From an optimization exercise on the open Yosys and OpenROAD flow, aimed at small area; shortcuts taken in it are not production practice.
Function was checked by simulation only, so behaviour that the tests miss may differ from the original.
Power and IR drop assume default switching activity.

== job 1137 ==
==> flow/design.v <==
module spi(pclk,presetn,paddr,pwrite,psel,penable,pwdata,miso,sclk,ss,spiintr_req,mosi,prdata,pready,pslverr);
input pclk,presetn,pwrite,psel,penable,miso;
input [2:0]paddr;
input [7:0]pwdata;
output reg ss,sclk,mosi;
output spiintr_req,pready,pslverr;
output [7:0]prdata;
reg st_act;             
reg st_en;              
reg md_wait, md_stop;   
reg [7:0] spicr1;
reg [4:0] spicr2;       
reg [6:0] spibr;        
reg [7:0] dr_q;          
reg dr_zero;             
wire [7:0] spidr = dr_zero ? 8'h00 : dr_q;
reg senddata;
reg spif_q, modf_q;     
reg receivedata;
wire lsbfe  = spicr1[0];
wire ssoe   = spicr1[1];
wire cpha   = spicr1[2];
wire cpol   = spicr1[3];
wire mstr   = spicr1[4];
wire sptie  = spicr1[5];
wire spe    = spicr1[6];
wire spie   = spicr1[7];
wire spiswai = spicr2[1];
wire modfen  = spicr2[4];
wire [2:0] sppr = spibr[6:4];
wire [2:0] spr  = spibr[2:0];
wire mode_ok = ~md_stop;
wire wrenb = st_en & pwrite;
wire rdenb = st_en & ~pwrite;
reg  [7:0] tempreg;
wire [7:0] misodata = receivedata ? tempreg : 8'h00;
wire cond = (spidr == pwdata) & (spidr != misodata) & mode_ok;
wire spif = |spidr;
wire modf = mstr & modfen & ~ss & ~ssoe;
reg [7:0] rd;
always @* begin
  case (paddr)
    3'd0: rd = spicr1;
    3'd1: rd = {3'b000, spicr2[4:3], 1'b0, spicr2[1:0]};
    3'd2: rd = {1'b0, spibr[6:4], 1'b0, spibr[2:0]};
    3'd3: rd = {spif_q, 1'b0, ~spif_q, modf_q, 4'b0000};
    default: rd = spidr;
  endcase
end
assign prdata = rdenb ? rd : 8'h00;
assign pready = st_en;
assign pslverr = st_en;
assign spiintr_req = (spie & (spif | modf)) | (sptie & ~spif);
always @(posedge pclk) begin
  if (~presetn) begin
    st_act <= 1'b0; st_en <= 1'b0;
    md_wait <= 1'b0; md_stop <= 1'b0;
    spicr1 <= 8'h04; spicr2 <= 5'h00; spibr <= 7'h00; dr_q <= 8'h00; dr_zero <= 1'b0;
    senddata <= 1'b0;
  end else begin
    st_act <= psel & (~penable | st_act);
    st_en  <= psel & penable & st_act;
    md_stop <= spiswai & (md_wait | md_stop);
    md_wait <= md_stop ? ~spiswai : (~spe & ~(md_wait & spiswai));
    if (wrenb & paddr == 3'd0) spicr1 <= pwdata;
    if (wrenb & paddr == 3'd1) spicr2 <= {pwdata[4:3], 1'b0, pwdata[1:0]};
    if (wrenb & paddr == 3'd2) spibr <= {pwdata[6:4], 1'b0, pwdata[2:0]};
    if (wrenb) begin
      if (paddr == 3'd5) begin dr_q <= pwdata; dr_zero <= 1'b0; end
    end else if (cond) begin dr_q <= spidr; dr_zero <= 1'b1; end
    else if (receivedata & mode_ok) begin dr_q <= tempreg; dr_zero <= 1'b0; end
    if (~wrenb) senddata <= cond;
  end
end
always @(posedge pclk) begin
  spif_q <= spif;
  modf_q <= modf;
end
reg [9:0] K;
always @* begin
  case (spr)
    3'd0: K = {7'b0, sppr};
    3'd1: K = {6'b0, sppr, 1'b1};
    3'd2: K = {5'b0, sppr, 2'b11};
    3'd3: K = {4'b0, sppr, 3'b111};
    3'd4: K = {3'b0, sppr, 4'b1111};
    3'd5: K = {2'b0, sppr, 5'b11111};
    3'd6: K = {1'b0, sppr, 6'b111111};
    default: K = {sppr, 7'b1111111};
  endcase
end
reg [11:0] bcnt;
reg flaglow, flaghigh, flagslow, flagshigh;
wire beq  = (bcnt[11:1] == {1'b0, K});
wire hit1 = beq & bcnt[0];
wire hit2 = beq & ~bcnt[0];
wire brun = mode_ok & ~ss & ~spiswai;
wire tpol = cpol ^ cpha;
always @(posedge pclk) begin
  if (~presetn) begin
    bcnt <= 12'd0; sclk <= 1'b0;
    flaglow <= 1'b0; flaghigh <= 1'b0; flagslow <= 1'b0; flagshigh <= 1'b0;
  end else begin
    bcnt <= (brun & ~hit1) ? bcnt + 12'd1 : 12'd0;
    sclk <= brun & (sclk ^ hit1);
    if (~tpol) begin
      flaglow  <= ~sclk & hit1;
      flagslow <= sclk & hit2;
    end else begin
      flaghigh  <= sclk & hit1;
      flagshigh <= ~sclk & hit2;
    end
  end
end
reg [9:0] shi;
reg [4:0] slo;
wire slo_end = (slo == 5'b10000);
wire slo_fb = slo[4] ^ slo[2] ^ (slo[3:0] == 4'b0000);
wire sen = mstr & ~spiswai & mode_ok;
wire sle = (shi <= K);
wire seq = (shi == K) & slo_end;
wire slt = sle & ~seq;
always @(posedge pclk) begin
  if (~presetn) begin
    receivedata <= 1'b0; ss <= 1'b1;
  end else begin
    receivedata <= sen & ~senddata & (seq | (slt & receivedata));
    ss <= ~sen | (~senddata & ~sle);
  end
end
wire srun = sen & ~senddata & slt;
always @(posedge pclk) begin
  slo <= srun ? {slo[3:0], slo_fb} : 5'd0;
  shi <= srun ? shi + {9'd0, slo_end} : 10'd0;
end
reg [7:0] shreg;
reg [2:0] c0, c1n, c2, c3n;    
wire fA = tpol ? flagshigh : flagslow;
wire fB = tpol ? flaghigh : flaglow;
wire [2:0] cA = lsbfe ? c0 : c1n;
wire [2:0] cB = lsbfe ? c2 : c3n;
wire [2:0] sumA = cA + {2'b0, fA};
wire [2:0] sumB = cB + {2'b0, fB};
wire [2:0] ridx = cB ^ {3{~lsbfe}};
always @(posedge pclk) begin
  if (~presetn) begin
    mosi <= 1'b0; shreg <= 8'h00; tempreg <= 8'h00;
    c0 <= 3'd0; c1n <= 3'd7; c2 <= 3'd0; c3n <= 3'd7;
  end else begin
    if (senddata & dr_zero) shreg <= dr_q;
    if (lsbfe) begin
      c0 <= ss ? 3'd0 : sumA;
      c2 <= ss ? 3'd0 : sumB;
    end else begin
      c1n <= ss ? 3'd7 : sumA;
      c3n <= ss ? 3'd7 : sumB;
    end
    tempreg[ridx] <= ~ss & miso & fB;
    if (~ss & flagshigh & (~tpol | lsbfe)) mosi <= shreg[tpol ? c0 : ~c1n];
  end
end
endmodule
Settings: LEC_CHECK=0, ABC_AREA=1, CAP_MARGIN=0, CORE_MARGIN=2, CORE_UTILIZATION=60, PLACE_DENSITY=0.7, SLEW_MARGIN=0; clock period 8.0 ns.
standard.sh (not shown) runs the stock make flow with config.mk's settings and CLKGATE_MAP_FILE= SYNTH_SCRIPT=/design/flow/synth_recipe.tcl, a recipe that flattens the netlist after the stock synthesis.
==> flow/flow/run.sh <==
#!/bin/bash
# Standard synthesis; then the combinational logic is re-mapped for area with a few
# ABC scripts (flip-flops kept exactly as the standard synthesis made them) and the
# smallest result is kept; then the standard layout from that netlist.
set -euo pipefail
HERE=$(pwd)
R=$HERE/orfs/results/sky130hd/spi/base
LIB=$FLOW_HOME/platforms/sky130hd/lib/sky130_fd_sc_hd__tt_025C_1v80.lib
YOSYS=$(command -v yosys || echo /OpenROAD-flow-scripts/tools/install/yosys/bin/yosys)

# clock tree: no dummy loads, clkbuf_8 only; port buffers: smallest buffer
if [[ -f $HERE/flow/cts_args ]]; then export CTS_ARGS="$(cat $HERE/flow/cts_args)"; fi
export BUFFER_PORTS_ARGS="-buffer_cell sky130_fd_sc_hd__buf_1"

bash standard.sh synth > synth.log 2>&1
cp $R/1_2_yosys.v $HERE/std_synth.v

reopt() {
  local n=$1
  cat > $HERE/reopt_$n.ys <<EOS
read_liberty -ignore_miss_func $LIB
read_verilog $HERE/std_synth.v
hierarchy -top $FLOW_TOP
blackbox sky130_fd_sc_hd__df* sky130_fd_sc_hd__edf* sky130_fd_sc_hd__sdf* sky130_fd_sc_hd__dl*
flatten
opt -purge
abc -liberty $LIB -dont_use sky130_fd_sc_hd__probe_p_8 -dont_use sky130_fd_sc_hd__probec_p_8 -dont_use sky130_fd_sc_hd__lpflow_* -script $HERE/flow/abc$n.script
setundef -zero
splitnets
opt_clean -purge
hilomap -singleton -hicell sky130_fd_sc_hd__conb_1 HI -locell sky130_fd_sc_hd__conb_1 LO
insbuf -buf sky130_fd_sc_hd__buf_1 A X
write_verilog -noattr -nohex -nodec $HERE/reopt_$n.v
EOS
  cat > $HERE/reopt_check_$n.ys <<EOS
read_liberty -lib $LIB
read_verilog $HERE/reopt_$n.v
hierarchy -top $FLOW_TOP
check -assert
stat -liberty $LIB
EOS
  $YOSYS -l $HERE/reopt_$n.log -q $HERE/reopt_$n.ys > /dev/null 2>&1 && \
  $YOSYS -l $HERE/reopt_check_$n.log -q $HERE/reopt_check_$n.ys > /dev/null 2>&1
}
for n in 1 2 3 4; do reopt $n & done
wait || true
for n in 5 6 7 8; do reopt $n & done
wait || true
for n in 9 10 11 12; do reopt $n & done
wait || true
for n in 13 14 15 16; do reopt $n & done
wait || true
best=""; besta=""
for n in $(seq 1 16); do
  a=$(grep -s "Chip area" $HERE/reopt_check_$n.log | tail -1 | awk '{print $NF}') || true
  if grep -qs "Found and reported 0 problems" $HERE/reopt_check_$n.log && [[ -n "$a" ]]; then
    if [[ -z "$best" ]] || awk "BEGIN{exit !($a < $besta)}"; then best=$n; besta=$a; fi
  fi
done
echo "reopt areas:" > $HERE/reopt_choice.log
grep -s "Chip area" $HERE/reopt_check_*.log >> $HERE/reopt_choice.log || true
echo "chosen: ${best:-standard}" >> $HERE/reopt_choice.log
if [[ -n "$best" ]]; then
  cp $HERE/reopt_$best.v $R/1_2_yosys.v
  rm -f $R/1_synth.odb
fi
bash standard.sh > standard.log 2>&1
==> flow/flow/abc13.script <==
strash
&get -n
&deepsyn -J 100 -S 7
&put
dch -f
map -a
mfs2
strash
dch -f
map -a
mfs2
strash
&get -n
&st
&dch
&nf -p -R 1000
&put
topo
dnsize -c
==> flow/flow/abc14.script <==
strash
&get -n
&deepsyn -J 100 -S 8
&put
dch -f
map -a
mfs2
strash
dch -f
map -a
mfs2
strash
&get -n
&st
&dch
&nf -p -R 1000
&put
topo
dnsize -c
==> flow/flow/abc15.script <==
strash
&get -n
&deepsyn -J 100 -S 5
&put
dch -f
map -a
mfs2
strash
dch -f
map -a
mfs2
strash
&get -n
&st
&dch
&nf -p -R 1000
&put
mfs2
strash
&get -n
&st
&dch
&nf -p -R 1000
&put
topo
dnsize -c
==> flow/flow/abc16.script <==
strash
&get -n
&deepsyn -J 100 -S 6
&put
dch -f
map -a
mfs2
strash
dch -f
map -a
mfs2
strash
&get -n
&st
&dch
&nf -p -R 1000
&put
mfs2
strash
&get -n
&st
&dch
&nf -p -R 1000
&put
topo
dnsize -c
Other scripts of this flow, unchanged in this note and not shown: flow/flow/abc1.script, flow/flow/abc10.script, flow/flow/abc11.script, flow/flow/abc12.script, flow/flow/abc2.script, flow/flow/abc3.script, flow/flow/abc4.script, flow/flow/abc5.script, flow/flow/abc6.script, flow/flow/abc7.script, flow/flow/abc8.script, flow/flow/abc9.script, flow/flow/cts_args
Inputs modified between job 1137 and job 4649:
Settings: a change of CORE_UTILIZATION from 60 to 75; a change of PLACE_DENSITY from 0.7 to 0.85.
diff --git a/flow/flow/run.sh b/flow/flow/run.sh
--- a/flow/flow/run.sh
+++ b/flow/flow/run.sh
@@ -50,6 +50,4 @@
 wait || true
-for n in 13 14 15 16; do reopt $n & done
-wait || true
 best=""; besta=""
-for n in $(seq 1 16); do
+for n in $(seq 1 12); do
   a=$(grep -s "Chip area" $HERE/reopt_check_$n.log | tail -1 | awk '{print $NF}') || true
removed: flow/flow/abc13.script
removed: flow/flow/abc14.script
removed: flow/flow/abc15.script
removed: flow/flow/abc16.script
### Flow results
Every stage of the flow completed for job 4649, and the final layout passed the timing, DRC and antenna checks.
Summary: with job 1137 as the reference, via count of the first global-routing pass in job 4649 moved up by a little under 10%.
From job 1137 to job 4649 the numbers moved as follows: total length of routed wires went up; period utilization went down; peak supply drop went up.
Job 4649 and job 1137 ended up with nearly the same combinational power.
Cell area (job 4649 over job 1137): decrease, 30 µm²
Comparing job 4649 with job 1137, the final clock skew came out essentially unchanged.
Hold slack: lower on job 4649
Job 1137 -> job 4649: total power flat
Job 4649 and job 1137 ended up with nearly the same part of the total power dissipated in the clock network.
Clock power across job 4649 and job 1137: no real change.

## port drivers added, routing unchanged
No port has a modelled driver above. Below, the same layouts with a new extraction and two added sets of constraints. Step 1: set_driving_cell puts a clkbuf_16 on pclk and a buf_2 on each other input, an assumption about the parent block. Step 2 moves the port delays by t, midway between the first and last clock arrival at a register: inputs arrive t later, outputs are due t later. That takes back most of the time a late clock gives input paths. Three values: ideal, step 1, step 2; two values: the first two.
run	t (ns)	setup WS [ns]	worst hold slack (ns)	pins driven straight from the clock port
job 1137	0.377	3.301 / 3.281 / 3.281	0.438 / 0.438 / 0.438	1
job 4649	0.377	3.336 / 3.315 / 3.315	0.431 / 0.431 / 0.431	1
After both steps setup and hold are still met in every run listed. The setup slack of job 4649, which loses most, moves by -0.021 ns with the drivers and by -0.021 ns with both steps.
